Background: an optimization exercise with open tools, aiming at small area, a short achievable clock period and few clock cycles per item. Do not read the settings as production practice.

Design mult, start of the top module:
module mult #(
    parameter int INPUT_WIDTH = 32,
    parameter bit IS_SIGNED   = 1'b0
) (
    input logic aclk,
    input logic arst_n,
    input  logic [              1:0] in_tvalid,
    output logic [              1:0] in_tready,
    input  logic [2*INPUT_WIDTH-1:0] in_tdata,
    output logic                     out_tvalid,
    input  logic                     out_tready,
    output logic [2*INPUT_WIDTH-1:0] out_tdata
);
export LEC_CHECK = 0
export ABC_AREA = 0
export CAP_MARGIN = 20
export CORE_MARGIN = 2
export CORE_UTILIZATION = 45
export PLACE_DENSITY = 0.65
export SLEW_MARGIN = 20
export SYNTH_HIERARCHICAL = 1
create_clock -name core_clock -period 11.0 [get_ports {aclk}]
standard.sh (not shown) runs the stock make flow with config.mk's settings and CLKGATE_MAP_FILE= SYNTH_SCRIPT=/design/flow/synth_recipe.tcl, a recipe that flattens the netlist after the stock synthesis.
==> flow/flow/run.sh <==
#!/bin/bash
# The standard layout with four changes to how it is made:
#  - flow/downsize.tcl (before floorplan) sets every combinational cell to the
#    smallest drive strength of its function; the repair steps size up what
#    the placed loads and timing need,
#  - buffers that synthesis inserted are removed at floorplan (the repair
#    steps buffer the placed nets instead),
#  - the port buffers start as buf_1 (repair sizes them up where needed),
#  - the timing repair keeps SETUP_SLACK_MARGIN ns of setup slack, so it
#    aims below the clock period.
# make's output goes to flow_make.log; each ORFS step logs under orfs/logs.
set -euo pipefail
here=$(pwd)
bash standard.sh SETUP_SLACK_MARGIN=6.2 REMOVE_ABC_BUFFERS=1 \
  "BUFFER_PORTS_ARGS=-buffer_cell sky130_fd_sc_hd__buf_1" \
  PRE_FLOORPLAN_TCL="$here/flow/downsize.tcl" finish > flow_make.log 2>&1
==> flow/flow/downsize.tcl <==
# Before floorplan: give every combinational cell the smallest drive strength
# of its function, so that repair_design and repair_timing size up only the
# cells that the placed design's loads and timing need. Registers, clock
# buffers, tie cells and physical cells are left as synthesis made them.
set dont_use {}
if {[info exists ::env(DONT_USE_CELLS)]} { set dont_use $::env(DONT_USE_CELLS) }
set db [ord::get_db]
set smallest [dict create]
foreach lib [$db getLibs] {
  foreach m [$lib getMasters] {
    set n [$m getName]
    if {![regexp {^(sky130_fd_sc_hd__[a-z0-9]+)_([0-9]+)$} $n -> base drv]} { continue }
    set skip 0
    foreach pat $dont_use { if {[string match $pat $n]} { set skip 1 } }
    if {$skip} { continue }
    set area [expr {[$m getWidth] * [$m getHeight]}]
    if {![dict exists $smallest $base] || $area < [lindex [dict get $smallest $base] 1]} {
      dict set smallest $base [list $m $area]
    }
  }
}
set swapped 0
foreach inst [[ord::get_db_block] getInsts] {
  set m [$inst getMaster]
  set n [$m getName]
  if {![regexp {^(sky130_fd_sc_hd__([a-z0-9]+))_([0-9]+)$} $n -> base short drv]} { continue }
  if {[regexp {^(df|edf|sdf|dl|clk|conb|tap|fill|decap|diode|lpflow)} $short]} { continue }
  if {![dict exists $smallest $base]} { continue }
  set new [lindex [dict get $smallest $base] 0]
  if {$new ne $m && [$new getName] ne $n} {
    if {[$inst swapMaster $new]} { incr swapped }
  }
}
puts "downsize: $swapped cells set to their smallest drive strength"
Rerun with:
--- a/flow/design.v
+++ b/flow/design.v
@@ -11,18 +11,18 @@
     input  logic                     out_tready,
     output logic [2*INPUT_WIDTH-1:0] out_tdata
 );
     logic v1_r, v2_r;       
     logic room_r;           
     logic en1, en2;
     assign en2 = out_tready || !v2_r;
     assign en1 = out_tready || room_r;
-    assign in_tready[0] = en1 && in_tvalid[1];
-    assign in_tready[1] = en1 && in_tvalid[0];
+    mult_rdy u_rdy0 (.t(out_tready), .r(room_r), .v(in_tvalid[1]), .y(in_tready[0]));
+    mult_rdy u_rdy1 (.t(out_tready), .r(room_r), .v(in_tvalid[0]), .y(in_tready[1]));
     logic [31:0] a;
     logic [15:0] one, two, neg;
     logic btop;
     logic [15:0] one_n, two_n, neg_n;
     always_comb begin
         one_n[0] = in_tdata[32];
         two_n[0] = in_tdata[33] & ~in_tdata[32];
         neg_n[0] = in_tdata[33];
@@ -2829,16 +2829,24 @@
     input  logic b,
     input  logic c,
     output logic s,
     output logic co
 );
     assign s  = a ^ b ^ c;
     assign co = (a & b) | (a & c) | (b & c);
 endmodule
+module mult_rdy (
+    input  logic t,
+    input  logic r,
+    input  logic v,
+    output logic y
+);
+    assign y = (t | r) & v;
+endmodule
 module mult_inc (
     input  logic h,
     input  logic o,
     input  logic c,
     output logic y
 );
     assign y = h ^ (c & o);
 endmodule
What happened:
- The new run finished with timing, DRC and antenna clean
- final area stays flat
- utilization stays flat
- global-route usage is about the same
- register-to-register slack stays flat
- flip-flop and latch count does not change
- critical path depth increases by 7
- non-clock buffer count increases by 7
No functional check of the RTL was part of any run of this note.

==> static timing again, ports no longer ideal <==
In the flow no input, the clock included, has a driving cell. The finished layouts below were timed again as built, in two steps. Step 1 (the two cells are an assumption about what drives the block):
set clk [get_ports {aclk}]
set_driving_cell -lib_cell sky130_fd_sc_hd__clkbuf_16 $clk
set_driving_cell -lib_cell sky130_fd_sc_hd__buf_2 [delete_from_list [all_inputs] $clk]
Step 2, shift: input delay + t, output delay - t, t = (earliest + latest rising clock arrival at the registers) / 2. This alone moves slack from input paths to output paths. Slacks: ideal ports / drivers / drivers and shift; pairs: ideal ports / drivers.
run	shift t [ns]	slack for setup (ns)	clock arrival spread, ns
the first run	0.554	6.016 / 5.965 / 5.965	0.021 / 0.021
the second run	0.567	6.041 / 5.972 / 6.172	0.021 / 0.021
After both steps setup and hold are still met in every run listed. The setup slack of the first run, which loses most, moves by -0.051 ns with the drivers and by -0.051 ns with both steps.
